This design comes from an exercise in tuning for small area, a short achievable clock period and few clock cycles on the open sky130 flow, not from production work.
Where RTL was checked, it was by simulation tests only, not by an equivalence proof against the original.
No functional check of the RTL was part of runs 1 and 2.
Power and IR drop assume default switching activity.

File: design.v
module Top_lvl (clk,start,mem_addr,mem_data,MIN_WEIGHT,MIN_PATH_NODES,donee);
input clk,start;
output [17:0] mem_addr;
input [17:0] mem_data;
output [14:0] MIN_WEIGHT;
output [17:0] MIN_PATH_NODES;  
output reg donee;
localparam V0=3'd0, V1=3'd1, V2=3'd2, WK=3'd3, DN=3'd4, FIN=3'd5;
reg [2:0] st;
reg [3:0] d;             
reg [17:0] x;            
reg [14:0] bud;          
reg [14:0] wmin;         
reg [17:0] best;         
reg [3:0] bd;            
reg [2:0] T;             
reg tv;                  
reg [17:0] S [1:7];      
reg [1:0]  R [1:7];      
reg [14:0] W [1:7];      
reg tv2;
reg [2:0] T2;
integer l;
always @* begin
  tv2 = 1'b0; T2 = 3'd1;
  for (l = 1; l <= 7; l = l + 1)
    if (l < T && R[l] != 2'd0) begin tv2 = 1'b1; T2 = l; end
end
wire [2:0] bdm1 = bd[2:0] - 3'd1;       
wire [17:0] sr = S[T];
wire [1:0] RT = R[T];
wire [17:0] nx1 = sr + 18'd1;           
wire [17:0] xk = x + {16'd0, 1'b1, st == V2};    
wire [17:0] best1 = best + 18'd1;       
wire [11:0] w = mem_data[11:0];
wire [2:0] nc = mem_data[2:0];
wire prune = (bud[14:12] == 3'd0) && (w >= bud[11:0]);
wire end1 = prune || d[3];              
wire end2 = (nc == 3'd0);
wire v1 = (st == V1), v2 = (st == V2);
wire [14:0] bw = bud - {3'b000, w};     
wire [2:0] dm1 = d[2:0] - 3'd1;         
wire [14:0] wp = wmin - ((st == V0) ? W[dm1] : v1 ? bw : bud);
wire fin = (v1 && end1) || (v2 && end2);    
wire leaf = fin && !(v1 && prune);          
wire over = (fin && !tv && !leaf) || (st == FIN);    
reg [17:0] addr;
always @* begin
  if (st == V0) addr = mem_data;
  else if (st == WK) addr = mem_data + 18'd1;
  else if (!(v1 || v2) || fin) addr = tv ? nx1 : best1;
  else addr = xk;
end
assign mem_addr = start ? 18'd0 : addr;
assign MIN_WEIGHT = wmin;
assign MIN_PATH_NODES = (st != DN || d == 4'd1) ? 18'd0 : (d > bd) ? 18'h3FFFF : sr;
reg sw, rw, ww;
reg [2:0] si;
reg [17:0] sd;
reg [1:0] rd;
always @* begin
  sw = 1'b0; rw = 1'b0; ww = 1'b0; si = d[2:0]; sd = xk; rd = nc[1:0] - 2'd1;
  if (v2 && !end2) begin sw = 1'b1; rw = 1'b1; ww = 1'b1; end
  if (fin && tv) begin sw = 1'b1; rw = 1'b1; si = T; sd = nx1; rd = RT - 2'd1; end
  if (over) begin sw = (bd >= 4'd2); si = bdm1; sd = best; end
  if (st == WK) begin sw = 1'b1; si = dm1; sd = mem_data; end
end
always @(posedge clk) begin
  if (sw) S[si] <= sd;
  if (rw) R[si] <= rd;
  if (ww) W[si] <= wp;
end
always @(posedge clk) begin
  if (start) begin
    st <= V1; d <= 4'd1; x <= 18'd0;
    bud <= 15'h7FFF; wmin <= 15'h7FFF; donee <= 1'b0; tv <= 1'b0;
  end else begin
    case (st)
      V0: begin
        x <= mem_data;
        bud <= wp;
        st <= V1;
      end
      V1: begin
        bud <= bw;
        if (!end1) st <= V2;
      end
      V2: if (!end2) begin
        d <= d + 4'd1;
        st <= V0;
        if (nc[2:1] != 2'b00) begin T <= d[2:0]; tv <= 1'b1; end
      end
      WK: begin
        d <= d - 4'd1;
        if (d == 4'd3) donee <= 1'b1;
        if (d == 4'd2) begin st <= DN; d <= 4'd2; T <= 3'd1; end
      end
      DN: begin
        if (d <= 4'd8) d <= d + 4'd1;
        T <= T + 3'd1;
      end
      default: ;
    endcase
    if (leaf) begin wmin <= wp; best <= x; bd <= d; end
    if (fin) begin
      if (tv) begin
        d <= {1'b0, T} + 4'd1;
        st <= V0;
        if (RT == 2'd1) begin T <= T2; tv <= tv2; end
      end else if (leaf) st <= FIN;
    end
    if (over) begin
      d <= bd - 4'd1;
      if (bd >= 4'd3) begin
        st <= WK;
        if (bd == 4'd3) donee <= 1'b1;
      end else begin
        st <= DN; donee <= 1'b1; d <= 4'd1; T <= 3'd0;
      end
    end
  end
end
endmodule  
File: run.sh
#!/bin/bash
# synth_recipe.tcl (not shown) runs the flow's synth.tcl, then flattens the netlist and writes it again
# the make line also repeats each setting of config.mk as NAME=value (left out here)
make -C /OpenROAD-flow-scripts/flow DESIGN_CONFIG=/design/flow/config.mk WORK_HOME=/design/flow/orfs CLKGATE_MAP_FILE= SYNTH_SCRIPT=/design/flow/synth_recipe.tcl finish
File: config.mk
export PLATFORM = sky130hd
export DESIGN_NAME = Top_lvl
export DESIGN_NICKNAME = Top_lvl
export VERILOG_FILES = /design/flow/design.v
export SDC_FILE = /design/flow/constraint.sdc
export NUM_CORES = 4
export LEC_CHECK = 0
export CAP_MARGIN = 20
export CORE_MARGIN = 2
export CORE_UTILIZATION = 40
export SETUP_SLACK_MARGIN = 2.0
export SLEW_MARGIN = 20
File: constraint.sdc
create_clock -name core_clock -period 7.5 [get_ports {clk}]
set_input_delay 1.5000 -clock core_clock [delete_from_list [all_inputs] [get_ports {clk}]]
set_output_delay 1.5000 -clock core_clock [all_outputs]
set_load 0.01 [all_outputs]
==> results of run 1 <==
## sequential cells by signal (all words and copies together) (netlist names), named ones only
name	cells
tv	1
R	16
donee	1
d	4
st	3
T	3
best	18
S	126
bud	15
bd	4
x	18
W	105
wmin	15
## power by group through the flow
stage / clock, uW / sequential, uW / combinational [uW]
floorplan: 0 / 3080 / 3410
global placement: 0 / 3220 / 4910
detailed placement: 0 / 3230 / 4970
CTS: 1880 / 3180 / 5140
global route: 1960 / 3220 / 5790
finish: 1850 / 3180 / 5370
## stage by stage
| step | power (uW) | instance area (um^2) | util, % |
|---|---|---|---|
| global route | 11000 | 21400 | 48.2 |
| detailed placement | 8200 | 19600 | 44.1 |
| global placement | 8120 | 19600 | 44.1 |
| floorplan | 6490 | 18100 | - |
| finish | 10400 | 21400 | 48.2 |
| CTS | 10200 | 21200 | 47.8 |
## metal layers
layer | global-route usage (%) | share of wire (%) | vias to the layer above
li1 | - | - | 6387
met1 | 31.7 | 44 | 6918
met2 | 36.0 | 46 | 539
met3 | 3.40 | 7.2 | 97
met4 | 6.69 | 2.6 | 0
met5 | 0 | 0 | -
## critical path, stage by stage
cell	delay, ns
buf_2	0.16
inv_1	0.11
ha_4	0.30
nand2_1	0.08
nor3_2	0.21
a21oi_2	0.11
o31a_1	0.35
nand2_4	0.17
clkbuf_16	0.18
o21ai_0	0.07
and3_1	0.21
nor4_2	0.23
clkdlybuf4s15_2	0.25
## cell type report
cell class              count  area (um^2)  area share [%]
flip-flops and latches    332         9380            43.9
multi-input cells        1163         8480            39.7
repair buffers            140         1250            5.85
clock buffers              55         1050            4.93
well taps                 592          741            3.47
inverters                  66          263            1.23
clock inverters            14          209           0.977
## cells by family (layout without fill, tap and decap cells)
family | Yosys count | in the layout | synth area share (%)
buffers and inverters | 163 | 275 | 3.59
DFF | 332 | 332 | 52.0
and+or+nand+nor | 486 | 486 | 12.5
xor gates and xnor gates | 71 | 71 | 3.45
AOI/OAI and AO/OA | 425 | 425 | 15.0
muxes | 122 | 122 | 9.23
adders and majority gates | 59 | 59 | 4.18
## timing repair
action	CTS	global route
gates resized for setup	167	55
endpoints found under the setup margin	253	52
hold buffers	0	0
buffers inserted	15	7
pin swaps	18	14
gates cloned	1	1
## layout by cell type, fill, tap and decap left out, types with 39 or more instances in the layout
cell type        netlist  routed
edfxtp_1             272     272
nand2_1              171     169
a21oi_1              148     144
nor2_1               118     114
o21ai_0               95      85
mux2i_1               67      66
buf_4                  2      61
inv_1                 66      60
dfxtp_1               60      57
ha_1                  57      46
nand3_1               43      41
clkdlybuf4s50_1        0      40
nor3_1                50      39
clkbuf_16              0      39
## worst paths after layout
| path | startpoint | to | slack, ns | cells after the start |
|---|---|---|---|---|
| max | mem_data[6] | mem_addr[15] | 2.06 | 13 |
| min | x[17] | best[17] | 0.48 | 0 |
| max reg2reg | d[1] | W[4][14] | 2.41 | 19 |
| min reg2reg | x[17] | best[17] | 0.48 | 0 |
==> reports/qor.txt, run 1 <==
VDD IR max - 0.000374 V
Post-Syn Nets - 1,737
largest net degree at the start of global routing - 51
Unique masters post-synth - 78
area delta synth->final - 18.7%
Yosys top cell area share - 45.4%
ys async rst share - 0%
routability congestion estimate - 0.951
hold slack final - 0.483 ns
FF+latch count, synth - 332
DIE WIDTH - 216 um
critical path required time - 6.00 ns
Synth top cells by count - 272 x edfxtp_1, 171 x nand2_1, 148 x a21oi_1
Worst Setup End Kind - output port
register area share after synthesis - 52.0%
clock skew - 0.0186 ns
Mapped Cells - 1,658
combinational share of power - 51.6%
Pleak - 0.00770 uW
P_sw - 4500 uW
placed cell count - 2,269
total CTS buffers - 38
Pre-antenna DRT Iters - 6
routed via count - 13.9k
Yosys Warn Count - 1
level count of the clock H-tree - 2
Iteration-0 DRC Markers - 1,402
number of remaining DRC errors - 0
PortBufs - 71
WS Path Type - input pin to output port
share of layout cells above drive strength 1 - 17.6%
final hold violation count - 0
starting density of the core - 40.6%
nets@finish - 1,820
clock transition at the registers of the reported paths - 0.06 ns
Die Area - 46,700 um^2
top_reg_cell synth - edfxtp_1
Sink Count - 332
Post-synth EDFFs - 272
fill count - 4,006
drt wl/cell - 22.7 um
worst min path class - flip-flop to flip-flop
RSZ-0062 raised after global routing - yes
setup_tns - 0 ns
number of global-route vias before repair - 13.3k
clk buf depth - 3
grt ovf - 0
share of total power in sequential cells - 30.6%
DRT Wirelength - 53.7 mm
total track usage - 22.5%
CP max FO - 7
Max Fclk - 0.184 GHz
Post-DRT Antenna Nets - 0
post-route setup slack - 2.06 ns
syn avg cell area - 10.9 um^2
synthesized area - 18,000 um^2
dpl ws - 0.550 ns
Die Y - 216 um
first-pass GRT wire length - 80.6 mm
core footprint - 44,300 um^2
Clock Latency Late Sink - 0.56 ns
fin. max-slew vios - 0
PD cells - 486 nW/um^2
top-count cell post-synth - edfxtp_1
status - complete, no violations
Slew @ Worst Pin - 1.15 ns
I/O pin count - 72
worst rel slew slack - 23.2%
final setup fails - 0
CTS tree - done
clock share of power - 17.8%
Startpoint Class - input pin
final worst path period share - 72.5%
minimum clock period - 5.44 ns
Critical Path AT - 3.94 ns
# rows - 77
Final HPWL DP - 36.8 mm
Yosys top cell by area - edfxtp_1
Cell Int Power - 5900 uW
max-cap check violation count - 0
CTS root buffer - clkbuf_16
Inserted Diodes - 0
switching share of power - 43.3%
initial antenna violation count - 2
synth top area cells - edfxtp_1 45%, dfxtp_1 6.7%, mux4_2 4.1%, a21oi_1 4.1%, ha_1 4.0%
filler-free cell count of the finished design - 2,362
Vias/cell - 5.90
==> run 2: changes to the inputs <==
--- a/config.mk
+++ b/config.mk
@@ -8,5 +8,7 @@
 export CAP_MARGIN = 20
 export CORE_MARGIN = 2
 export CORE_UTILIZATION = 40
+export CTS_CLUSTER_DIAMETER = 60
+export CTS_CLUSTER_SIZE = 24
 export SETUP_SLACK_MARGIN = 2.0
 export SLEW_MARGIN = 20
==> run 2 against run 1 <==
Final area down 0.91%. Core utilization fell by 0.44 points. Flip-flop and latch count stayed put. Non-clock buffer count increased by 1. Area after synthesis is the same. Critical path depth unchanged. Largest cell class unchanged. Synthesized cell count did not move. Critical path type unchanged. Count of clock-buffer cells in the layout fell by 27. Combinational power hardly changed. Via count fell by 1.4%. First-iteration DRC count down 7.1%.
==> reports/qor.txt, run 2 <==
status - complete, no violations (unchanged)
hold slack final - 0.486 ns (was 0.483 ns)
# rows - 77 (unchanged)
Max Fclk - 0.184 GHz (about the same)
Mapped Cells - 1,658 (unchanged)
drt wl/cell - 22.6 um (was 22.7 um)
Die Y - 216 um (unchanged)
largest net degree at the start of global routing - 51 (unchanged)
CP max stage delay - 0.46 ns (was 0.35 ns)
max-cap check violation count - 0 (unchanged)
Vias/cell - 5.86 (was 5.90)
Sink Count - 332 (unchanged)
Die Area - 46,700 um^2 (unchanged)
Yosys top cell by area - edfxtp_1 (unchanged)
ys async rst share - 0% (unchanged)
minimum clock period - 5.43 ns (was 5.44 ns)
Slew @ Worst Pin - 1.16 ns (was 1.15 ns)
r2r setup slk - 2.38 ns (was 2.41 ns)
Yosys Warn Count - 1 (unchanged)
Worst Setup End Kind - output port (unchanged)
Iteration-0 DRC Markers - 1,302 (was 1,402)
WS Path Type - input pin to output port (unchanged)
Largest register FFs - 126 (unchanged)
Yosys top cell area share - 45.4% (unchanged)
number of remaining DRC errors - 0 (unchanged)
setup_tns - 0 ns (unchanged)
RSZ-0062 raised after global routing - no (was yes)
Post-synth EDFFs - 272 (unchanged)
critical path required time - 6.00 ns (about the same)
share of layout cells above drive strength 1 - 17.5% (was 17.6%)
Post-Syn Nets - 1,737 (unchanged)
routability congestion estimate - 0.951 (unchanged)
Final HPWL DP - 36.8 mm (unchanged)
I/O pin count - 72 (unchanged)
dpl ws - 0.550 ns (unchanged)
Largest Register - S (unchanged)
CP max FO - 6 (was 7)
clock skew - 0.0150 ns (was 0.0186 ns)
PortBufs - 71 (unchanged)
register area - 9380 um^2 (about the same)
Post-DRT Antenna Nets - 0 (unchanged)
crit path cell chain - buf_8 > inv_4 > ha_4 > nand4_1 > or4_4 > o31a_1 > nand2_4 > buf_12 > clkbuf_16 > o21ai_0 > and3_1 > nor4_2 > buf_2 (was buf_2 > inv_1 > ha_4 > nand2_1 > nor3_2 > a21oi_2 > o31a_1 > nand2_4 > clkbuf_16 > o21ai_0 > and3_1 > nor4_2 > clkdlybuf4s15_2)
final setup fails - 0 (unchanged)
initial antenna violation count - 1 (was 2)
Pre-antenna DRT Iters - 6 (unchanged)
Worst R2R End - W[3][14] (was W[4][14])
level count of the clock H-tree - 1 (was 2)
VDD IR max - 0.000337 V (was 0.000374 V)
register area share after synthesis - 52.0% (unchanged)
area delta synth->final - 17.6% (was 18.7%)
Unique masters post-synth - 78 (unchanged)
Post-CTS Hold Buffers - 0 (unchanged)
placed cell count - 2,269 (unchanged)
largest registers - S: 126 flops, W: 105 flops (unchanged)
Startpoint Class - input pin (unchanged)
core footprint - 44,300 um^2 (unchanged)
number of global-route vias before repair - 13.2k (was 13.3k)
total CTS buffers - 28 (was 38)
most frequent cells in the layout - 272 x edfxtp_1, 169 x nand2_1, 144 x a21oi_1, 115 x nor2_1, 86 x o21ai_0 (was 272 x edfxtp_1, 169 x nand2_1, 144 x a21oi_1, 114 x nor2_1, 85 x o21ai_0)
grt ovf - 0 (unchanged)
commonest non-fill, non-tap cell in the layout - edfxtp_1 (unchanged)
Worst R2R Start - d[1] (unchanged)
worst min path class - flip-flop to flip-flop (unchanged)
total track usage - 22.1% (was 22.5%)
routed via count - 13.7k (was 13.9k)
PD cells - 479 nW/um^2 (was 486 nW/um^2)
synth top area cells - edfxtp_1 45%, dfxtp_1 6.7%, mux4_2 4.1%, a21oi_1 4.1%, ha_1 4.0% (unchanged)
slowest CP cell - or4_4 (was o31a_1)
hold path startpoint - x[17] (unchanged)
worst rel slew slack - 22.6% (was 23.2%)
FF+latch count, synth - 332 (unchanged)
cells on worst reg2reg path - 19 (unchanged)
DRT Wirelength - 53.1 mm (was 53.7 mm)
syn avg cell area - 10.9 um^2 (unchanged)
final worst path period share - 72.5% (about the same)
DIE WIDTH - 216 um (unchanged)
clock transition at the registers of the reported paths - 0.08 ns (was 0.06 ns)
filler-free cell count of the finished design - 2,346 (was 2,362)
Hold Path Cell Cnt - 0 (unchanged)
top-count cell post-synth - edfxtp_1 (unchanged)
post-route setup slack - 2.07 ns (was 2.06 ns)
CTS root buffer - clkbuf_16 (unchanged)
Clock Latency Late Sink - 0.58 ns (was 0.56 ns)
starting density of the core - 40.6% (unchanged)
multi-input logic area - 8490 um^2 (was 8480 um^2)
first-pass GRT wire length - 79.6 mm (was 80.6 mm)
final hold violation count - 0 (unchanged)
nets@finish - 1,811 (was 1,820)
top_reg_cell synth - edfxtp_1 (unchanged)
Synth top cells by count - 272 x edfxtp_1, 171 x nand2_1, 148 x a21oi_1 (unchanged)
CTS tree - done (unchanged)
fill count - 4,038 (was 4,006)
clk buf depth - 3 (unchanged)
WHS Endpoint - best[17] (unchanged)
synthesized area - 18,000 um^2 (unchanged)
Pleak - 0.00763 uW (was 0.00770 uW)
fin. max-slew vios - 0 (unchanged)
Inserted Diodes - 0 (unchanged)
Critical Path AT - 3.93 ns (was 3.94 ns)
-- run 2: cell count changes in the layout (fill, tap and decap cells not counted), sizes merged --
| cell | before | now |
|---|---|---|
| buf | 86 | 88 |
| clkinv | 5 | 6 |
| bufinv | 3 | 2 |
| clkinvlp | 3 | 0 |
| inv | 69 | 82 |
| clkbuf | 62 | 35 |
| clkdlybuf4s15 | 2 | 1 |
-- run 2: final cells by class --
cell class	instances	area share, %
Clock buffer	28	3.31
Clock inverter	24	1.58
Inverter	66	1.24
Multi-Input combinational cell	1163	40.1
Sequential cell	332	44.3
Tap cell	592	3.50
Timing Repair Buffer	141	6.01
-- run 2: layer usage --
layer | vias up | global-route usage, % | part of all wire, %
met2 | 522 | 35.6 | 46
met1 | 6760 | 31.6 | 44
li1 | 6370 | - | -
met5 | - | 0 | 0
met3 | 87 | 3.21 | 7.5
met4 | 0 | 5.50 | 2.4
-- run 2: cells by family (layout without fill, tap and decap cells) --
group,count (synthesis),in the layout,synth area share (%)
buffers and inverters,163,259,3.59
muxes,122,122,9.23
xor gates and xnor gates,71,71,3.45
AOI/OAI and AO/OA,425,425,15.0
adders and majority gates,59,59,4.18
and+or+nand+nor,486,486,12.5
DFF,332,332,52.0
-- run 2: worst max-delay path by stage --
stage               cells past startpoint           end          from  slack (ns)
finish                                 13  mem_addr[15]   mem_data[9]        2.07
global route                           19      W[3][14]          d[1]        1.98
detailed placement                     12  mem_addr[15]  mem_data[10]        0.55
floorplan                              12       S[1][0]   mem_data[2]        1.45
global placement                       12  mem_addr[15]  mem_data[10]        0.65
CTS                                    11  mem_addr[14]   mem_data[1]        1.97
-- run 2: critical path: cells and delay by family --
| kind | cells | cell delay [ns] |
|---|---|---|
| AND/OR/NAND/NOR | 5 | 1.23 |
| adder cells (fa/ha/maj) | 1 | 0.26 |
| buffers and inverters | 5 | 0.56 |
| AO/OA/AOI/OAI | 2 | 0.38 |
-- run 2: what timing repair did --
| action | 4_1_cts | 5_1_grt |
|---|---|---|
| cloned | 1 | 1 |
| pin swaps | 19 | 13 |
| resized for setup | 171 | 53 |
| endpoints found under the setup margin | 249 | 47 |
| buffers inserted | 15 | 6 |
-- run 2: where the power goes --
group | switching [uW] | internal [uW]
registers | 248 | 2930
logic | 3490 | 1880
clock network | 789 | 820
total | 4530 | 5630
-- run 2: stage by stage --
step,cell area (um^2),total power (uW),utilization (%)
floorplan,18100,6490,-
global placement,19600,8120,44.1
detailed placement,19600,8200,44.1
CTS,21000,9940,47.3
global route,21200,10700,47.8
finish,21200,10200,47.8
==> run 3: changes to the inputs <==
--- a/design.v
+++ b/design.v
@@ -10,6 +10,7 @@
 reg [3:0] d;             
 reg [17:0] x;            
 reg [14:0] bud;          
+reg pr;                  
 reg [14:0] wmin;         
 reg [17:0] best;         
 reg [3:0] bd;            
@@ -35,14 +36,15 @@
 wire [11:0] w = mem_data[11:0];
 wire [2:0] nc = mem_data[2:0];
 wire prune = (bud[14:12] == 3'd0) && (w >= bud[11:0]);
-wire end1 = prune || d[3];              
-wire end2 = (nc == 3'd0);
+wire gone = (bud[14:12] == 3'd0) && (w[11:8] > bud[11:8]);    
+wire end1 = gone || d[3];               
+wire end2 = pr || (nc == 3'd0);
 wire v1 = (st == V1), v2 = (st == V2);
 wire [14:0] bw = bud - {3'b000, w};     
 wire [2:0] dm1 = d[2:0] - 3'd1;         
 wire [14:0] wp = wmin - ((st == V0) ? W[dm1] : v1 ? bw : bud);
 wire fin = (v1 && end1) || (v2 && end2);    
-wire leaf = fin && !(v1 && prune);          
+wire leaf = fin && !(v1 ? prune : pr);      
 wire over = (fin && !tv && !leaf) || (st == FIN);    
 reg [17:0] addr;
 always @* begin
@@ -83,6 +85,7 @@
       end
       V1: begin
         bud <= bw;
+        pr <= prune;
         if (!end1) st <= V2;
       end
       V2: if (!end2) begin
==> run 3 against run 2 <==
Still clean on timing, DRC and antenna. Clock power grew 2%. Area after synthesis shrank 0.62%. Register-to-register slack lost 0.06 ns. Sequential share of layout area grew 0.42 points. Routed wire length shrank 1.3%. Cell count shrank 2.1%. Worst setup slack gained 0.034 ns. Non-clock buffer count grew 10. Combinational power shrank 3%. Die area shrank 0.61%. Global-route usage shrank 0.24 points. Critical path type unchanged.
==> reports/qor.txt, run 3 <==
syn avg cell area - 11.2 um^2 (was 10.9 um^2)
worst rel slew slack - 33.1% (was 22.6%)
Worst R2R End - W[1][14] (was W[3][14])
largest registers - S: 126 flops, W: 105 flops (unchanged)
setup_tns - 0 ns (unchanged)
Final HPWL DP - 35.6 mm (was 36.8 mm)
final setup fails - 0 (unchanged)
max-cap check violation count - 0 (unchanged)
top-count cell post-synth - edfxtp_1 (unchanged)
most frequent cells in the layout - 273 x edfxtp_1, 147 x nand2_1, 142 x a21oi_1, 116 x nor2_1 (was 272 x edfxtp_1, 169 x nand2_1, 144 x a21oi_1, 115 x nor2_1, 86 x o21ai_0)
total track usage - 21.9% (was 22.1%)
area delta synth->final - 17.7% (was 17.6%)
core footprint - 44,200 um^2 (was 44,300 um^2)
VDD IR max - 0.000527 V (was 0.000337 V)
synth top area cells - edfxtp_1 46%, dfxtp_1 6.7%, ha_1 4.1%, a21oi_1 4.1%, nand2_1 3.1% (was edfxtp_1 45%, dfxtp_1 6.7%, mux4_2 4.1%, a21oi_1 4.1%, ha_1 4.0%)
Startpoint Class - input pin (unchanged)
ys async rst share - 0% (unchanged)
r2r setup slk - 2.32 ns (was 2.38 ns)
Largest Register - S (unchanged)
DIE WIDTH - 216 um (about the same)
status - complete, no violations (unchanged)
PortBufs - 71 (unchanged)
share of layout cells above drive strength 1 - 17.0% (was 17.5%)
Mapped Cells - 1,599 (was 1,658)
CTS root buffer - clkbuf_16 (unchanged)
Die Area - 46,400 um^2 (was 46,700 um^2)
fill count - 3,991 (was 4,038)
Critical Path AT - 3.90 ns (was 3.93 ns)
routed via count - 13.4k (was 13.7k)
worst min path class - flip-flop to flip-flop (unchanged)
FF+latch count, synth - 333 (was 332)
number of global-route vias before repair - 12.6k (was 13.2k)
clock transition at the registers of the reported paths - 0.08 ns (about the same)
Pre-antenna DRT Iters - 5 (was 6)
Pleak - 0.00773 uW (was 0.00763 uW)
Yosys top cell area share - 45.8% (was 45.4%)
final worst path period share - 72.0% (was 72.5%)
synthesized area - 17,900 um^2 (was 18,000 um^2)
routability congestion estimate - 0.944 (was 0.951)
first-pass GRT wire length - 78.0 mm (was 79.6 mm)
drt wl/cell - 22.8 um (was 22.6 um)
RSZ-0062 raised after global routing - yes (was no)
Vias/cell - 5.83 (was 5.86)
Worst Setup End Kind - output port (unchanged)
initial antenna violation count - 0 (was 1)
Post-Syn Nets - 1,680 (was 1,737)
clk buf depth - 3 (unchanged)
Yosys top cell by area - edfxtp_1 (unchanged)
CTS tree - done (unchanged)
grt ovf - 0 (unchanged)
register area share after synthesis - 52.5% (was 52.0%)
Worst R2R Start - d[1] (unchanged)
WS Path Type - input pin to output port (unchanged)
cells on worst reg2reg path - 18 (was 19)
Yosys Warn Count - 1 (unchanged)
level count of the clock H-tree - 1 (unchanged)
critical path required time - 6.00 ns (about the same)
largest net degree at the start of global routing - 44 (was 51)
Max Fclk - 0.185 GHz (was 0.184 GHz)
Post-CTS Hold Buffers - 0 (unchanged)
I/O pin count - 72 (unchanged)
DRT Wirelength - 52.4 mm (was 53.1 mm)
final hold violation count - 0 (unchanged)
Post-synth EDFFs - 273 (was 272)
Sink Count - 333 (was 332)
minimum clock period - 5.40 ns (was 5.43 ns)
commonest non-fill, non-tap cell in the layout - edfxtp_1 (unchanged)
Setup crit start - mem_data[2] (was mem_data[9])
Unique masters post-synth - 76 (was 78)
top_reg_cell synth - edfxtp_1 (unchanged)
PD cells - 480 nW/um^2 (was 479 nW/um^2)
Slew @ Worst Pin - 0.993 ns (was 1.16 ns)
CP max FO - 6 (unchanged)
Inserted Diodes - 0 (unchanged)
# rows - 77 (unchanged)
worst setup path endpoint - mem_addr[9] (was mem_addr[15])
clock skew - 0.0337 ns (was 0.0150 ns)
total CTS buffers - 28 (unchanged)
Synth top cells by count - 273 x edfxtp_1, 147 x a21oi_1, 147 x nand2_1 (was 272 x edfxtp_1, 171 x nand2_1, 148 x a21oi_1)
Clock Latency Late Sink - 0.60 ns (was 0.58 ns)
Largest register FFs - 126 (unchanged)
Overall Power - 10,100 uW (was 10,200 uW)
Die Y - 216 um (about the same)
fin. max-slew vios - 0 (unchanged)
number of remaining DRC errors - 0 (unchanged)
Iteration-0 DRC Markers - 1,411 (was 1,302)
Post-DRT Antenna Nets - 0 (unchanged)
starting density of the core - 40.5% (was 40.6%)
nets@finish - 1,763 (was 1,811)
run 3: changes by cell type after synthesis, sizes merged, moves of 8 or more:
cell    delta
mux2i     -18
nand3      -9
nor4      -12
nand2     -24
buf       -12
inv       -10
o21ai     -20
a21o       +8
a221oi     +9
clkbuf    +14
run 3: timing repair:
item,4_1_cts,5_1_grt
gates resized for setup,100,48
gates cloned,2,1
setup buffers,18,19
endpoints found under the setup margin,53,52
pin swaps,9,20
run 3: worst min path at each step:
stage / to / slack [ns] / from / depth (start not counted)
5_1_grt: best[0] / 0.49 / x[0] / 0
3_5_place_dp: best[0] / 0.46 / x[0] / 0
4_1_cts: best[0] / 0.47 / x[0] / 0
3_3_place_gp: best[0] / 0.46 / x[0] / 0
2_1_floorplan: bd[3] / 0.43 / d[3] / 0
6_report: best[0] / 0.47 / x[0] / 0
run 3: metal layers:
| layer | wire length (um) | vias up | GRT usage, % |
|---|---|---|---|
| met5 | 0 | - | 0 |
| met3 | 3890 | 70 | 3.68 |
| met1 | 23200 | 6597 | 31.6 |
| met2 | 24100 | 506 | 34.4 |
| met4 | 1230 | 0 | 5.43 |
| li1 | - | 6206 | - |
run 3: stage by stage:
step                      std cells  cell area, um^2  hold slack (ns)  worst slack [ns]  utilization, %
after floorplan                1599            17900            0.435              1.98               -
after global placement         2203            19200            0.462             0.973            43.5
after detailed placement       2203            19200            0.462             0.879            43.5
after CTS                      2275            20800            0.471              1.93            47.0
after global routing           2296            21100            0.485              1.93            47.6
final                          2296            21100            0.473              2.10            47.6
run 3: cell families (layout without fill, tap and decap cells):
| kind of cell | after synthesis | in the layout | synth area share, % |
|---|---|---|---|
| flip-flops | 333 | 333 | 52.5 |
| adder cells (fa/ha/maj) | 61 | 61 | 4.35 |
| multiplexers | 108 | 108 | 8.99 |
| buffers and inverters | 155 | 259 | 4.07 |
| AND/OR/NAND/NOR | 450 | 450 | 11.5 |
| AO/OA/AOI/OAI | 421 | 421 | 15.0 |
| XOR/XNOR | 71 | 72 | 3.48 |
run 3: critical path, cell delays in order:
cell and delay, ns:
clkdlybuf4s15_1 0.35, inv_1 0.20, nor3_4 0.24, nand3_4 0.15
nor2_2 0.21, nand3_1 0.12, xnor2_1 0.13, a221oi_1 0.34
nand2_1 0.11, a41oi_1 0.22, dlygate4sd2_1 0.31
run 3: layout make-up:
class                      instances  area, um^2  share of cell area, %
clock buffer                      31         733                   3.48
clock inverter                    21         350                   1.66
inverter                          56         215                   1.02
multi-input combinational       1112        8250                   39.2
sequential                       333        9410                   44.7
tap                              592         741                   3.52
timing repair buffer             151        1360                   6.45
run 3: report_power, final:
group          leakage, uW  total [uW]  switching (uW)  internal (uW)
combinational      0.00424        5230            3380           1850
clock             0.000519        1650             829            824
sequential         0.00298        3220             223           3000
total              0.00773       10100            4430           5680
Testbench counts of run 3, summed over its fixed seeds: cycles 14,033.
==> run 4: changes to the inputs <==
--- a/config.mk
+++ b/config.mk
@@ -10,5 +10,6 @@
 export CORE_UTILIZATION = 40
 export CTS_CLUSTER_DIAMETER = 60
 export CTS_CLUSTER_SIZE = 24
+export PLACE_DENSITY = 0.75
 export SETUP_SLACK_MARGIN = 2.0
 export SLEW_MARGIN = 20
==> run 4 against run 3 <==
Critical path depth increased by 2. Largest power group unchanged. Core utilization fell by 1.0 points. Sequential power hardly changed. Clock skew shrank 0.013 ns. Power shrank 3.3%. Hold slack gained 0.010 ns. Global-route usage shrank 0.99 points.
==> reports/qor.txt, run 4 <==
critical path required time - 6.00 ns (about the same)
adder-cell share of the synthesized area - 4.35% (unchanged)
Crit path top cell by count - a211oi_1
CP max FO - 7 (was 6)
multi-input logic area - 8190 um^2 (was 8250 um^2)
largest registers - S: 126 flops, W: 105 flops (unchanged)
area delta synth->final - 15.2% (was 17.7%)
core footprint - 44,200 um^2 (unchanged)
Unique masters post-synth - 76 (unchanged)
routed via count - 13.6k (was 13.4k)
worst min path class - flip-flop to flip-flop (unchanged)
Max Fclk - 0.182 GHz (was 0.185 GHz)
fin. max-slew vios - 0 (unchanged)
P_sw - 4330 uW (was 4430 uW)
Iteration-0 DRC Markers - 1,647 (was 1,411)
crit path cell chain - clkbuf_4 > inv_2 > ha_4 > nor2b_1 > o21bai_2 > a21oi_4 > nor3_2 > o21a_1 > a211oi_1 > a211oi_1 > a211oi_1 > a211oi_2 > dlygate4sd2_1 (was clkdlybuf4s15_1 > inv_1 > nor3_4 > nand3_4 > nor2_2 > nand3_1 > xnor2_1 > a221oi_1 > nand2_1 > a41oi_1 > dlygate4sd2_1)
Cell Int Power - 5440 uW (was 5680 uW)
Post-synth EDFFs - 273 (unchanged)
clk buf depth - 3 (unchanged)
syn avg cell area - 11.2 um^2 (unchanged)
simple-gate share of the synthesized area - 11.5% (unchanged)
number of global-route vias before repair - 13.0k (was 12.6k)
Synth top cells by count - 273 x edfxtp_1, 147 x a21oi_1, 147 x nand2_1 (unchanged)
initial antenna violation count - 0 (unchanged)
Hold Path Cell Cnt - 0 (unchanged)
starting density of the core - 40.5% (unchanged)
top_reg_cell synth - edfxtp_1 (unchanged)
final worst path period share - 73.5% (was 72.0%)
register area - 9410 um^2 (unchanged)
met2 Use GR - 35.0% (was 34.4%)
total CTS buffers - 25 (was 28)
Inserted Diodes - 0 (unchanged)
Die Area - 46,400 um^2 (unchanged)
final hold violation count - 0 (unchanged)
Synth Area in Compound Gates - 15.0% (unchanged)
WHS Endpoint - best[0] (unchanged)
CP max stage delay - 0.33 ns (was 0.35 ns)
setup_tns - 0 ns (unchanged)
top-count cell post-synth - edfxtp_1 (unchanged)
multiplexer share of the synthesized area - 8.99% (unchanged)
FF+latch count, synth - 333 (unchanged)
Post-DRT Antenna Nets - 0 (unchanged)
GR peak layer - met2 (unchanged)
largest net degree at the start of global routing - 44 (unchanged)
nets@finish - 1,740 (was 1,763)
# rows - 77 (unchanged)
Worst R2R Start - d[1] (unchanged)
Clock Latency Late Sink - 0.57 ns (was 0.60 ns)
share of layout cells above drive strength 1 - 15.3% (was 17.0%)
Buf/Inv on CP - 3 (unchanged)
DRT Wirelength - 50.2 mm (was 52.4 mm)
Die Y - 216 um (unchanged)
Post-CTS Hold Buffers - 0 (unchanged)
Sink Count - 333 (unchanged)
Critical Path AT - 4.01 ns (was 3.90 ns)
XOR/XNOR share of the synthesized area - 3.48% (unchanged)
largest family of logic cells by synthesized area - compound AO/OA/AOI/OAI gates (unchanged)
Largest register FFs - 126 (unchanged)
DIE WIDTH - 216 um (unchanged)
level count of the clock H-tree - 1 (unchanged)
r2r setup slk - 2.33 ns (was 2.32 ns)
commonest non-fill, non-tap cell in the layout - edfxtp_1 (unchanged)
synthesized area - 17,900 um^2 (unchanged)
Pleak - 0.00749 uW (was 0.00773 uW)
number of remaining DRC errors - 0 (unchanged)
Post-Syn Nets - 1,680 (unchanged)
synth top area cells - edfxtp_1 46%, dfxtp_1 6.7%, ha_1 4.1%, a21oi_1 4.1%, nand2_1 3.1% (unchanged)
filler-free cell count of the finished design - 2,270 (was 2,296)
hold slack final - 0.483 ns (was 0.473 ns)
PortBufs - 71 (unchanged)
max-cap check violation count - 0 (unchanged)
global-route met3 utilization - 3.52% (was 3.68%)
most frequent cells in the layout - 273 x edfxtp_1, 147 x nand2_1, 142 x a21oi_1, 116 x nor2_1, 70 x o21ai_0 (was 273 x edfxtp_1, 147 x nand2_1, 142 x a21oi_1, 116 x nor2_1)
Vias/cell - 6.01 (was 5.83)
Slew @ Worst Pin - 0.991 ns (was 0.993 ns)
GR Layer Usage met1 - 28.3% (was 31.6%)
Yosys top cell by area - edfxtp_1 (unchanged)
cells on worst reg2reg path - 18 (unchanged)
RSZ-0062 raised after global routing - yes (unchanged)
clock share of power - 15.0% (was 16.4%)
first-pass GRT wire length - 76.2 mm (was 78.0 mm)
Worst R2R End - W[1][13] (was W[1][14])
clock transition at the registers of the reported paths - 0.08 ns (about the same)
fill count - 3,920 (was 3,991)
slowest CP cell - a211oi_1 (was clkdlybuf4s15_1)
register area share after synthesis - 52.5% (unchanged)
worst rel slew slack - 33.9% (was 33.1%)
CP delay by family, top - compound AO/OA/AOI/OAI gates (was buffers and inverters)
WS Path Type - input pin to output port (unchanged)
Worst Setup End Kind - output port (unchanged)
CTS tree - done (unchanged)
I/O pin count - 72 (unchanged)
CTS root buffer - clkbuf_16 (unchanged)
Startpoint Class - input pin (unchanged)
clock skew - 0.0206 ns (was 0.0337 ns)
Yosys Warn Count - 1 (unchanged)
combinational share of power - 52.1% (was 51.7%)
share of total power in sequential cells - 33.0% (was 31.9%)
hold path startpoint - x[0] (unchanged)
final setup fails - 0 (unchanged)
Pre-antenna DRT Iters - 5 (unchanged)
VDD IR max - 0.000784 V (was 0.000527 V)
Yosys top cell area share - 45.8% (unchanged)
Setup crit start - mem_data[9] (was mem_data[2])
PD cells - 474 nW/um^2 (was 480 nW/um^2)
switching share of power - 44.4% (was 43.8%)
total track usage - 20.9% (was 21.9%)
Mapped Cells - 1,599 (unchanged)
drt wl/cell - 22.1 um (was 22.8 um)
Final HPWL DP - 34.3 mm (was 35.6 mm)
routability congestion estimate - 0.955 (was 0.944)
Largest Register - S (unchanged)
ys async rst share - 0% (unchanged)
placed cell count - 2,203 (unchanged)
grt ovf - 0 (unchanged)
status - complete, no violations (unchanged)
minimum clock period - 5.51 ns (was 5.40 ns)
-- run 4: cell counts after synthesis --
Identical to the previous run, type by type.
-- run 4: layer usage --
layer	share of wire, %	up-vias
li1	-	6130
met1	41	6687
met2	47	731
met3	9.6	95
met4	2.3	0
met5	0	-
-- run 4: layout make-up --
cell class                 instances  area share (%)
timing repair buffer             132            5.61
inverter                          56            1.04
clock inverter                    19            1.31
tap                              592            3.59
sequential                       333            45.7
multi-input combinational       1111            39.7
clock buffer                      27            3.07
-- run 4: cell families (layout without fill, tap and decap cells) --
| logic type | after synthesis | after routing |
|---|---|---|
| and+or+nand+nor | 450 | 450 |
| AOI/OAI and AO/OA | 421 | 421 |
| DFF | 333 | 333 |
| buffers and inverters | 155 | 234 |
| muxes | 108 | 108 |
| xor gates and xnor gates | 71 | 71 |
| adders and majority gates | 61 | 61 |
-- run 4: repair_timing --
action | in CTS | in global routing
cloned | 0 | 0
setup buffers | 9 | 12
pin swaps | 12 | 17
gates resized for setup | 89 | 52
setup endpoints to repair | 62 | 60
-- run 4: worst max path at each step --
stage / endpoint / slack, ns / depth (start not counted)
after floorplan: S[1][0] / 1.98 / 14
after global placement: mem_addr[3] / 0.87 / 13
after detailed placement: mem_addr[3] / 0.79 / 13
after CTS: mem_addr[3] / 1.93 / 13
after global routing: mem_addr[16] / 1.89 / 13
final: mem_addr[1] / 1.99 / 13
-- run 4: stage by stage --
| stage | total power (uW) | area, um^2 | setup WS, ns | util, % |
|---|---|---|---|---|
| finish | 9770 | 20600 | 1.99 | 46.6 |
| global route | 10200 | 20600 | 1.89 | 46.6 |
| CTS | 9480 | 20400 | 1.93 | 46.1 |
| detailed placement | 7920 | 19200 | 0.793 | 43.5 |
| global placement | 7770 | 19200 | 0.865 | 43.5 |
| floorplan | 6350 | 17900 | 1.98 | - |
-- run 4: power by group through the flow --
stage	combinational (uW)	clock, uW	sequential [uW]
floorplan	3200	0	3150
global placement	4510	0	3260
detailed placement	4650	0	3270
CTS	4790	1470	3220
global route	5440	1540	3250
finish	5080	1460	3220
==> run 5: changes to the inputs <==
--- a/config.mk
+++ b/config.mk
@@ -7,9 +7,8 @@
 export LEC_CHECK = 0
 export CAP_MARGIN = 20
 export CORE_MARGIN = 2
-export CORE_UTILIZATION = 40
+export CORE_UTILIZATION = 55
 export CTS_CLUSTER_DIAMETER = 60
 export CTS_CLUSTER_SIZE = 24
-export PLACE_DENSITY = 0.75
 export SETUP_SLACK_MARGIN = 2.0
 export SLEW_MARGIN = 20
==> run 5 against run 4 <==
Cell count decreased by 6.0%. Critical path depth up 1. Hold slack better by 0.0077 ns. Count of clock-buffer cells in the layout up 2. Sequential power about the same. Critical endpoint unchanged. Routed wire length rose by 0.58%. Synthesized cell count is the same. Sequential share of layout area is 0.22 points lower.
==> reports/qor.txt, run 5 <==
max-cap check violation count - 0 (unchanged)
clock transition at the registers of the reported paths - 0.08 ns (about the same)
RSZ-0062 raised after global routing - no (was yes)
Mapped Cells - 1,599 (unchanged)
worst min path class - flip-flop to flip-flop (unchanged)
status - complete, no violations (unchanged)
area delta synth->final - 15.8% (was 15.2%)
PortBufs - 71 (unchanged)
number of remaining DRC errors - 0 (unchanged)
syn avg cell area - 11.2 um^2 (unchanged)
Largest Register - S (unchanged)
Iteration-0 DRC Markers - 1,302 (was 1,647)
minimum clock period - 5.43 ns (was 5.51 ns)
Post-CTS Hold Buffers - 0 (unchanged)
Critical Path AT - 3.93 ns (was 4.01 ns)
WS Path Type - input pin to output port (unchanged)
critical path required time - 6.00 ns (about the same)
Yosys top cell area share - 45.8% (unchanged)
clock skew - 0.0222 ns (was 0.0206 ns)
worst rel slew slack - 26.5% (was 33.9%)
Largest register FFs - 126 (unchanged)
nets@finish - 1,750 (was 1,740)
DRT Wirelength - 50.4 mm (was 50.2 mm)
share of total power in sequential cells - 31.8% (was 33.0%)
Inserted Diodes - 0 (unchanged)
Final HPWL DP - 34.8 mm (was 34.3 mm)
hold slack final - 0.491 ns (was 0.483 ns)
largest registers - S: 126 flops, W: 105 flops (unchanged)
Yosys top cell by area - edfxtp_1 (unchanged)
Sink Count - 333 (unchanged)
level count of the clock H-tree - 1 (unchanged)
Die Y - 184 um (was 216 um)
synth top area cells - edfxtp_1 46%, dfxtp_1 6.7%, ha_1 4.1%, a21oi_1 4.1%, nand2_1 3.1% (unchanged)
commonest non-fill, non-tap cell in the layout - edfxtp_1 (unchanged)
Slew @ Worst Pin - 1.10 ns (was 0.991 ns)
drt wl/cell - 23.6 um (was 22.1 um)
number of global-route vias before repair - 12.8k (was 13.0k)
initial antenna violation count - 0 (unchanged)
Pleak - 0.00767 uW (was 0.00749 uW)
clk buf depth - 3 (unchanged)
ys async rst share - 0% (unchanged)
fin. max-slew vios - 0 (unchanged)
Synth top cells by count - 273 x edfxtp_1, 147 x a21oi_1, 147 x nand2_1 (unchanged)
clock share of power - 17.0% (was 15.0%)
Pre-antenna DRT Iters - 7 (was 5)
Post-Syn Nets - 1,680 (unchanged)
P_sw - 4480 uW (was 4330 uW)
Vias/cell - 6.25 (was 6.01)
CTS tree - done (unchanged)
first-pass GRT wire length - 77.0 mm (was 76.2 mm)
Yosys Warn Count - 1 (unchanged)
Unique masters post-synth - 76 (unchanged)
VDD IR max - 0.000549 V (was 0.000784 V)
Startpoint Class - input pin (unchanged)
Post-synth EDFFs - 273 (unchanged)
routed via count - 13.3k (was 13.6k)
I/O pin count - 72 (unchanged)
Cell Int Power - 5640 uW (was 5440 uW)
Max Fclk - 0.184 GHz (was 0.182 GHz)
register area share after synthesis - 52.5% (unchanged)
setup_tns - 0 ns (unchanged)
share of layout cells above drive strength 1 - 15.9% (was 15.3%)
switching share of power - 44.2% (was 44.4%)
grt ovf - 0 (unchanged)
PD cells - 488 nW/um^2 (was 474 nW/um^2)
DIE WIDTH - 184 um (was 216 um)
CP max FO - 6 (was 7)
Worst Setup End Kind - output port (unchanged)
total track usage - 30.0% (was 20.9%)
routability congestion estimate - 0.934 (was 0.955)
combinational share of power - 51.2% (was 52.1%)
core footprint - 32,300 um^2 (was 44,200 um^2)
CTS root buffer - clkbuf_16 (unchanged)
largest net degree at the start of global routing - 39 (was 44)
Die Area - 34,000 um^2 (was 46,400 um^2)
total CTS buffers - 28 (was 25)
fill count - 2,571 (was 3,920)
Post-DRT Antenna Nets - 0 (unchanged)
final worst path period share - 72.4% (was 73.5%)
Clock Latency Late Sink - 0.59 ns (was 0.57 ns)
starting density of the core - 55.4% (was 40.5%)
final hold violation count - 0 (unchanged)
FF+latch count, synth - 333 (unchanged)
final setup fails - 0 (unchanged)
Overall Power - 10,100 uW (was 9770 uW)
# rows - 66 (was 77)
most frequent cells in the layout - 273 x edfxtp_1, 146 x nand2_1, 143 x a21oi_1, 119 x nor2_1, 67 x o21ai_0 (was 273 x edfxtp_1, 147 x nand2_1, 142 x a21oi_1, 116 x nor2_1, 70 x o21ai_0)
synthesized area - 17,900 um^2 (unchanged)
top-count cell post-synth - edfxtp_1 (unchanged)
top_reg_cell synth - edfxtp_1 (unchanged)
[run 5: routing by layer]
metal / up-vias / wire length, um / track usage, %
li1: 6180 / - / -
met5: - / 0 / 0
met4: 0 / 1540 / 9.41
met1: 6552 / 21100 / 40.2
met2: 514 / 24900 / 51.3
met3: 95 / 2970 / 3.24
[run 5: critical path, cell delays in order]
cell,delay [ns]
buf_4,0.13
inv_4,0.06
ha_4,0.29
nand2_2,0.06
o21bai_4,0.18
a21oi_4,0.21
nor3_4,0.06
o21a_1,0.24
buf_4,0.15
buf_4,0.13
a211oi_2,0.24
a211oi_2,0.06
a211oi_2,0.41
buf_2,0.21
[run 5: final cells by class]
cell class	count	area (um^2)	area share, %
inverter	56	220	1.06
timing repair buffer	139	1230	5.92
multi-input combinational	1111	8200	39.6
clock buffer	29	726	3.50
clock inverter	23	384	1.85
sequential	333	9420	45.4
tap	442	553	2.67
[run 5: power groups by stage]
stage | Clock, uW | Sequential, uW | Combinational [uW]
2_1_floorplan | 0 | 3150 | 3200
3_3_place_gp | 0 | 3270 | 4760
3_5_place_dp | 0 | 3280 | 4800
4_1_cts | 1740 | 3210 | 5000
5_1_grt | 1820 | 3250 | 5610
6_report | 1720 | 3220 | 5180
[run 5: metrics by stage]
| step | utilization (%) | area [um^2] | setup WS, ns | cells |
|---|---|---|---|---|
| 3_3_place_gp | 59.1 | 19100 | 0.781 | 2057 |
| 3_5_place_dp | 59.1 | 19100 | 0.681 | 2057 |
| 2_1_floorplan | - | 17900 | 1.98 | 1599 |
| 5_1_grt | 64.2 | 20700 | 2.00 | 2133 |
| 6_report | 64.2 | 20700 | 2.07 | 2133 |
| 4_1_cts | 63.5 | 20500 | 1.91 | 2126 |
[run 5: path summary, 6_finish.rpt]
path	from	to	slack, ns	cells after the start
hold reg to reg	x[0]	x[0]	0.49	2
setup reg to reg	d[0]	W[5][14]	2.43	18
setup / recovery	mem_data[11]	mem_addr[1]	2.07	14
hold / removal	x[0]	x[0]	0.49	2
[run 5: logic make-up (layout without fill, tap and decap cells)]
family	count (synthesis)	in the layout	share of synthesized area [%]
adder cells (fa/ha/maj)	61	61	4.35
AND/OR/NAND/NOR	450	450	11.5
flip-flops	333	333	52.5
buffers and inverters	155	247	4.07
multiplexers	108	108	8.99
XOR/XNOR	71	71	3.48
AO/OA/AOI/OAI	421	421	15.0
[run 5: what timing repair did]
item	4_1_cts	5_1_grt
pin swaps	16	18
setup buffers	17	7
gates resized for setup	93	66
setup endpoints to repair	54	55
==> run 6: changes to the inputs <==
--- a/config.mk
+++ b/config.mk
@@ -7,8 +7,8 @@
 export LEC_CHECK = 0
 export CAP_MARGIN = 20
 export CORE_MARGIN = 2
-export CORE_UTILIZATION = 55
+export CORE_UTILIZATION = 40
 export CTS_CLUSTER_DIAMETER = 60
 export CTS_CLUSTER_SIZE = 24
-export SETUP_SLACK_MARGIN = 2.0
+export SETUP_SLACK_MARGIN = 2.5
 export SLEW_MARGIN = 20
==> run 6 against run 5 <==
Non-clock buffer count is 56 higher. Clock skew is 0.028 ns higher. Highest routed layer is now met5. Largest power group unchanged. Count of clock-buffer cells in the layout is 2 higher. Worst setup slack better by 0.22 ns. Clock power hardly changed. Combinational power is 12% higher.
==> reports/qor.txt, run 6 <==
status - complete, no violations (unchanged)
total CTS buffers - 30 (was 28)
PortBufs - 71 (unchanged)
max-cap check violation count - 0 (unchanged)
Buf/Inv on CP - 5 (unchanged)
Setup crit start - mem_data[9] (was mem_data[11])
final worst path period share - 69.4% (was 72.4%)
grt ovf - 0 (unchanged)
fill count - 3,895 (was 2,571)
ys async rst share - 0% (unchanged)
Largest register FFs - 126 (unchanged)
slowest CP cell - dlygate4sd2_1 (was a211oi_2)
Finished Core Util - 49.6% (was 64.2%)
Overall Power - 10,700 uW (was 10,100 uW)
Critical Path AT - 3.71 ns (was 3.93 ns)
top-count cell post-synth - edfxtp_1 (unchanged)
Yosys top cell area share - 45.8% (unchanged)
initial antenna violation count - 1 (was 0)
drt wl/cell - 23.1 um (was 23.6 um)
Slew @ Worst Pin - 1.23 ns (was 1.10 ns)
Final HPWL DP - 35.6 mm (was 34.8 mm)
area delta synth->final - 22.6% (was 15.8%)
CTS tree - done (unchanged)
Max Fclk - 0.192 GHz (was 0.184 GHz)
clock skew - 0.0500 ns (was 0.0222 ns)
Startpoint Class - input pin (unchanged)
DIE WIDTH - 216 um (was 184 um)
Pre-antenna DRT Iters - 6 (was 7)
CTS root buffer - clkbuf_16 (unchanged)
CP max FO - 12 (was 6)
number of global-route vias before repair - 13.5k (was 12.8k)
largest net degree at the start of global routing - 48 (was 39)
PD cells - 489 nW/um^2 (was 488 nW/um^2)
critical path required time - 6.00 ns (about the same)
FF+latch count, synth - 333 (unchanged)
multiplexer share of the synthesized area - 8.99% (unchanged)
filler-free cell count of the finished design - 2,343 (was 2,133)
starting density of the core - 40.5% (was 55.4%)
Yosys top cell by area - edfxtp_1 (unchanged)
Largest Register - S (unchanged)
syn avg cell area - 11.2 um^2 (unchanged)
worst rel slew slack - 17.6% (was 26.5%)
Synth top cells by count - 273 x edfxtp_1, 147 x a21oi_1, 147 x nand2_1 (unchanged)
core footprint - 44,200 um^2 (was 32,300 um^2)
final setup fails - 0 (unchanged)
Yosys Warn Count - 1 (unchanged)
multi-input logic area - 8660 um^2 (was 8200 um^2)
Sink Count - 333 (unchanged)
synth top area cells - edfxtp_1 46%, dfxtp_1 6.7%, ha_1 4.1%, a21oi_1 4.1%, nand2_1 3.1% (unchanged)
routed via count - 13.9k (was 13.3k)
total track usage - 22.9% (was 30.0%)
Vias/cell - 5.92 (was 6.25)
first-pass GRT wire length - 81.9 mm (was 77.0 mm)
CP max stage delay - 0.30 ns (was 0.41 ns)
placed cell count - 2,203 (was 2,057)
minimum clock period - 5.21 ns (was 5.43 ns)
WS Path Type - input pin to output port (unchanged)
DRT Wirelength - 54.1 mm (was 50.4 mm)
# rows - 77 (was 66)
register area share after synthesis - 52.5% (unchanged)
Die Y - 216 um (was 184 um)
Post-Syn Nets - 1,680 (unchanged)
routability congestion estimate - 0.961 (was 0.934)
RSZ-0062 raised after global routing - yes (was no)
Pleak - 0.00810 uW (was 0.00767 uW)
level count of the clock H-tree - 1 (unchanged)
register area - 9420 um^2 (about the same)
XOR/XNOR share of the synthesized area - 3.48% (unchanged)
adder-cell share of the synthesized area - 4.35% (unchanged)
most frequent cells in the layout - 273 x edfxtp_1, 143 x nand2_1, 131 x a21oi_1, 116 x nor2_1, 98 x buf_4 (was 273 x edfxtp_1, 146 x nand2_1, 143 x a21oi_1, 119 x nor2_1, 67 x o21ai_0)
VDD IR max - 0.000489 V (was 0.000549 V)
clock transition at the registers of the reported paths - 0.08 ns (about the same)
Post-DRT Antenna Nets - 0 (unchanged)
I/O pin count - 72 (unchanged)
final hold violation count - 0 (unchanged)
Post-synth EDFFs - 273 (unchanged)
nets@finish - 1,809 (was 1,750)
simple-gate share of the synthesized area - 11.5% (unchanged)
CP delay by family, top - compound AO/OA/AOI/OAI gates (unchanged)
Worst Setup End Kind - output port (unchanged)
commonest non-fill, non-tap cell in the layout - edfxtp_1 (unchanged)
Inserted Diodes - 0 (unchanged)
worst min path class - flip-flop to flip-flop (unchanged)
synthesized area - 17,900 um^2 (unchanged)
Die Area - 46,400 um^2 (was 34,000 um^2)
top_reg_cell synth - edfxtp_1 (unchanged)
Unique masters post-synth - 76 (unchanged)
share of layout cells above drive strength 1 - 23.6% (was 15.9%)
Clock Latency Late Sink - 0.63 ns (was 0.59 ns)
largest registers - S: 126 flops, W: 105 flops (unchanged)
clk buf depth - 3 (unchanged)
Worst R2R Start - d[1] (was d[0])
hold path startpoint - x[0] (unchanged)
fin. max-slew vios - 0 (unchanged)
number of remaining DRC errors - 0 (unchanged)
Mapped Cells - 1,599 (unchanged)
Iteration-0 DRC Markers - 1,447 (was 1,302)
Synth Area in Compound Gates - 15.0% (unchanged)
largest family of logic cells by synthesized area - compound AO/OA/AOI/OAI gates (unchanged)
setup_tns - 0 ns (unchanged)
crit path cell chain - buf_12 > inv_6 > ha_4 > nor2b_4 > o21bai_4 > a21oi_4 > nor3_4 > o21ai_2 > buf_4 > buf_6 > mux2i_1 > a211oi_1 > dlygate4sd2_1 (was buf_4 > inv_4 > ha_4 > nand2_2 > o21bai_4 > a21oi_4 > nor3_4 > o21a_1 > buf_4 > buf_4 > a211oi_2 > a211oi_2 > a211oi_2 > buf_2)
run 6: stage by stage:
stage,setup WS (ns),cell area [um^2],hold slack (ns)
final,2.29,21900,0.446
after global routing,2.17,21900,0.471
after CTS,2.24,21500,0.443
after detailed placement,0.838,19300,0.466
after global placement,0.927,19300,0.466
after floorplan,2.01,18000,0.435
run 6: per-layer routing:
| layer | GRT usage, % | part of all wire, % | up-vias |
|---|---|---|---|
| li1 | - | - | 6300 |
| met4 | 6.83 | 3.0 | 2 |
| met2 | 37.3 | 47 | 628 |
| met3 | 3.47 | 8.0 | 103 |
| met1 | 31.7 | 42 | 6849 |
| met5 | 0 | 0.020 | - |
run 6: kinds of logic (layout without fill, tap and decap cells):
family                   after synthesis  after routing
XOR/XNOR                              71             72
AO/OA/AOI/OAI                        421            421
flip-flops                           333            333
multiplexers                         108            108
adder cells (fa/ha/maj)               61             61
AND/OR/NAND/NOR                      450            450
buffers and inverters                155            306
run 6: final cells by class:
| cell class | count | area share, % |
|---|---|---|
| tap | 592 | 3.38 |
| timing repair buffer | 195 | 8.00 |
| clock inverter | 24 | 1.73 |
| multi-input combinational | 1112 | 39.4 |
| sequential | 333 | 42.9 |
| inverter | 56 | 1.08 |
| clock buffer | 31 | 3.44 |
run 6: path summary, 6_finish.rpt:
check,endpoint,slack [ns],cells after the start
min,best[0],0.45,0
max,mem_addr[16],2.29,13
min reg2reg,best[0],0.45,0
max reg2reg,W[3][8],2.75,14
run 6: worst reg2reg max path: stages, from the launching register on:
cell and delay [ns]:
dfxtp_1 0.53, inv_1 0.15, ha_1 0.54, buf_6 0.31, mux4_2 0.35, nand2_1 0.08, o21ai_0 0.18, a21oi_1 0.20
ha_1 0.28, nor2b_1 0.18, o31a_1 0.27, or3_1 0.35, a21oi_2 0.19, o21bai_1 0.10, xor2_1 0.72
run 6: timing repair:
action | 4_1_cts | 5_1_grt
hold buffers | 0 | 0
pin swaps | 44 | 39
buffers inserted | 59 | 24
endpoints found under the setup margin | 346 | 224
resized for setup | 244 | 79
cloned | 2 | 0
run 6: report_power, final:
group / switching (uW) / internal [uW] / total [uW]
registers: 232 / 3000 / 3230
logic: 3670 / 2110 / 5780
clock network: 852 / 877 / 1730
total: 4750 / 5990 / 10700
==> run 7: changes to the inputs <==
--- a/config.mk
+++ b/config.mk
@@ -10,5 +10,5 @@
 export CORE_UTILIZATION = 40
 export CTS_CLUSTER_DIAMETER = 60
 export CTS_CLUSTER_SIZE = 24
-export SETUP_SLACK_MARGIN = 2.5
+export SETUP_SLACK_MARGIN = 3.0
 export SLEW_MARGIN = 20
==> run 7 against run 6 <==
Still clean on timing, DRC and antenna. Register-to-register slack better by 0.17 ns. Non-clock buffer count is 24 higher. Sequential share of layout area is 1.6 points lower. Synthesized cell count stayed put. Combinational power grew 19%. Die area unchanged. Sequential power barely moved. Area after synthesis unchanged.
==> reports/qor.txt, run 7 <==
RSZ-0062 raised after global routing - yes (unchanged)
Clock Latency Late Sink - 0.60 ns (was 0.63 ns)
cells on worst reg2reg path - 18 (was 14)
filler-free cell count of the finished design - 2,364 (was 2,343)
final hold violation count - 0 (unchanged)
setup_tns - 0 ns (unchanged)
commonest non-fill, non-tap cell in the layout - edfxtp_1 (unchanged)
register area - 9410 um^2 (was 9420 um^2)
Die Y - 216 um (unchanged)
hold path startpoint - x[0] (unchanged)
# rows - 77 (unchanged)
first-pass GRT wire length - 81.7 mm (was 81.9 mm)
worst min path class - flip-flop to flip-flop (unchanged)
I/O pin count - 72 (unchanged)
PortBufs - 71 (unchanged)
Post-Syn Nets - 1,680 (unchanged)
routability congestion estimate - 0.936 (was 0.961)
Largest Register - S (unchanged)
syn avg cell area - 11.2 um^2 (unchanged)
status - complete, no violations (unchanged)
number of global-route vias before repair - 13.5k (about the same)
Buf/Inv on CP - 5 (unchanged)
drt wl/cell - 23.4 um (was 23.1 um)
largest registers - S: 126 flops, W: 105 flops (unchanged)
Worst R2R End - bud[13] (was W[3][8])
Mapped Cells - 1,599 (unchanged)
nets@finish - 1,831 (was 1,809)
worst rel slew slack - 28.9% (was 17.6%)
minimum clock period - 5.21 ns (about the same)
FF+latch count, synth - 333 (unchanged)
clk buf depth - 3 (unchanged)
total track usage - 22.9% (about the same)
top-count cell post-synth - edfxtp_1 (unchanged)
placed cell count - 2,207 (was 2,203)
fill count - 3,796 (was 3,895)
r2r setup slk - 2.92 ns (was 2.75 ns)
register area share after synthesis - 52.5% (unchanged)
fin. max-slew vios - 0 (unchanged)
Startpoint Class - input pin (unchanged)
slowest CP cell - ha_4 (was dlygate4sd2_1)
Pleak - 0.00870 uW (was 0.00810 uW)
Worst Setup End Kind - output port (unchanged)
Pre-antenna DRT Iters - 5 (was 6)
VDD IR max - 0.000626 V (was 0.000489 V)
PD cells - 516 nW/um^2 (was 489 nW/um^2)
synth top area cells - edfxtp_1 46%, dfxtp_1 6.7%, ha_1 4.1%, a21oi_1 4.1%, nand2_1 3.1% (unchanged)
Hold Path Cell Cnt - 0 (unchanged)
level count of the clock H-tree - 1 (unchanged)
Iteration-0 DRC Markers - 1,270 (was 1,447)
clock skew - 0.0393 ns (was 0.0500 ns)
CP max stage delay - 0.29 ns (was 0.30 ns)
crit path cell chain - buf_12 > inv_12 > ha_4 > nand2_4 > o21bai_4 > a21oi_4 > nor3_4 > o21a_2 > buf_6 > buf_12 > a211oi_4 > a211oi_4 > a211oi_2 > a211oi_2 > buf_2 (was buf_12 > inv_6 > ha_4 > nor2b_4 > o21bai_4 > a21oi_4 > nor3_4 > o21ai_2 > buf_4 > buf_6 > mux2i_1 > a211oi_1 > dlygate4sd2_1)
starting density of the core - 40.5% (unchanged)
max-cap check violation count - 0 (unchanged)
synthesized area - 17,900 um^2 (unchanged)
initial antenna violation count - 0 (was 1)
clock transition at the registers of the reported paths - 0.07 ns (was 0.08 ns)
core footprint - 44,200 um^2 (unchanged)
Sink Count - 333 (unchanged)
DRT Wirelength - 55.3 mm (was 54.1 mm)
CTS root buffer - clkbuf_16 (unchanged)
critical path required time - 6.00 ns (about the same)
multi-input logic area - 9200 um^2 (was 8660 um^2)
total CTS buffers - 28 (was 30)
Finished Core Util - 51.5% (was 49.6%)
largest net degree at the start of global routing - 43 (was 48)
share of layout cells above drive strength 1 - 27.9% (was 23.6%)
most frequent cells in the layout - 273 x edfxtp_1, 135 x nand2_1, 123 x a21oi_1, 111 x nor2_1, 105 x buf_4 (was 273 x edfxtp_1, 143 x nand2_1, 131 x a21oi_1, 116 x nor2_1, 98 x buf_4)
Critical Path AT - 3.71 ns (about the same)
Slew @ Worst Pin - 1.04 ns (was 1.23 ns)
Inserted Diodes - 0 (unchanged)
area delta synth->final - 27.4% (was 22.6%)
Area after DPL - 19,700 um^2 (was 19,300 um^2)
Die Area - 46,400 um^2 (unchanged)
routed via count - 14.0k (was 13.9k)
Yosys top cell area share - 45.8% (unchanged)
Synth top cells by count - 273 x edfxtp_1, 147 x a21oi_1, 147 x nand2_1 (unchanged)
DIE WIDTH - 216 um (unchanged)
Final HPWL DP - 35.6 mm (about the same)
Vias/cell - 5.90 (was 5.92)
top_reg_cell synth - edfxtp_1 (unchanged)
Yosys top cell by area - edfxtp_1 (unchanged)
WHS Endpoint - best[0] (unchanged)
Unique masters post-synth - 76 (unchanged)
Post-synth EDFFs - 273 (unchanged)
CTS tree - done (unchanged)
Post-DRT Antenna Nets - 0 (unchanged)
CP delay by family, top - compound AO/OA/AOI/OAI gates (unchanged)
final worst path period share - 69.4% (about the same)
Yosys Warn Count - 1 (unchanged)
Max Fclk - 0.192 GHz (about the same)
Worst R2R Start - d[1] (unchanged)
ys async rst share - 0% (unchanged)
number of remaining DRC errors - 0 (unchanged)
CP max FO - 5 (was 12)
Largest register FFs - 126 (unchanged)
WS Path Type - input pin to output port (unchanged)
final setup fails - 0 (unchanged)
grt ovf - 0 (unchanged)
post-route cell area - 22,800 um^2 (was 21,900 um^2)
==> run 7: power breakdown <==
group,switching [uW],total (uW),internal [uW]
Clock,793,1660,869
Sequential,230,3220,2990
Combinational,4110,6870,2760
Total,5140,11800,6620
==> run 7: logic make-up (layout without fill, tap and decap cells) <==
logic type	count (synthesis)	in the layout	synth area share, %
adder cells (fa/ha/maj)	61	61	4.35
XOR/XNOR	71	71	3.48
buffers and inverters	155	327	4.07
AO/OA/AOI/OAI	421	422	15.0
multiplexers	108	108	8.99
AND/OR/NAND/NOR	450	450	11.5
flip-flops	333	333	52.5
==> run 7: layout make-up <==
cell class / instances / area share [%]
clock buffers: 30 / 3.20
clock inverters: 22 / 1.47
inverters: 56 / 1.19
multi-input cells: 1112 / 40.4
flip-flops and latches: 333 / 41.3
well taps: 592 / 3.25
repair buffers: 219 / 9.23
==> run 7: worst max path at each step <==
| stage | cells after the start | endpoint | from | slack, ns |
|---|---|---|---|---|
| global placement | 14 | mem_addr[1] | mem_data[9] | 1.00 |
| detailed placement | 14 | mem_addr[1] | mem_data[9] | 0.95 |
| global route | 11 | mem_addr[17] | flip-flop | 2.21 |
| CTS | 15 | mem_addr[1] | mem_data[9] | 2.24 |
| floorplan | 18 | W[1][13] | mem_data[1] | 2.74 |
| finish | 15 | mem_addr[1] | mem_data[11] | 2.29 |
==> run 7: metal layers <==
layer / vias up / GRT usage, % / part of all wire [%]
met1: 6962 / 31.7 / 43
met2: 556 / 37.5 / 47
met5: - / 0 / 0
li1: 6338 / - / -
met3: 100 / 3.10 / 6.8
met4: 0 / 7.26 / 3.3
==> run 7: repair_timing <==
action | in CTS | in global routing
hold buffers | 0 | 0
cloned | 2 | 2
gates resized for setup | 300 | 115
pin swaps | 51 | 43
endpoints found under the setup margin | 509 | 301
buffers inserted | 73 | 28
==> run 7: metrics by stage <==
step,power [uW],setup slack [ns],hold slack (ns)
floorplan,6750,2.74,0.435
global placement,8330,1.00,0.469
detailed placement,8400,0.953,0.465
CTS,11000,2.24,0.485
global route,12300,2.21,0.491
finish,11800,2.29,0.485

port drivers added, routing unchanged:
No port has a modelled driver above. Below, the same layouts with a new extraction and two added sets of constraints.
Step 1 sets driving cells, clkbuf_16 on the clock port and buf_2 on the other inputs (assumed; they add their load-dependent delay and slew).
Step 2 moves the port delays by t, midway between the first and last clock arrival at a register: inputs arrive t later, outputs are due t later. That takes back most of the time a late clock gives input paths.
Slacks: no drivers / after step 1 / after step 2; pairs: no drivers / after step 1.
| run | shift t [ns] | setup slack, ns | clock arrival spread, ns |
|---|---|---|---|
| run 1 | 0.611 | 2.064 / 2.002 / 1.772 | 0.020 / 0.020 |
| run 2 | 0.631 | 2.066 / 2.001 / 1.722 | 0.016 / 0.016 |
| run 3 | 0.633 | 2.100 / 2.055 / 1.548 | 0.039 / 0.039 |
| run 4 | 0.607 | 1.991 / 1.940 / 1.531 | 0.021 / 0.021 |
| run 5 | 0.637 | 2.068 / 2.041 / 1.606 | 0.023 / 0.023 |
| run 6 | 0.659 | 2.292 / 2.210 / 1.888 | 0.050 / 0.050 |
| run 7 | 0.637 | 2.293 / 2.227 / 2.046 | 0.039 / 0.039 |
After both steps setup and hold are still met in every run listed. For run 3, which loses most, drivers alone change the setup slack by -0.045 ns; drivers and shift together by -0.552 ns.
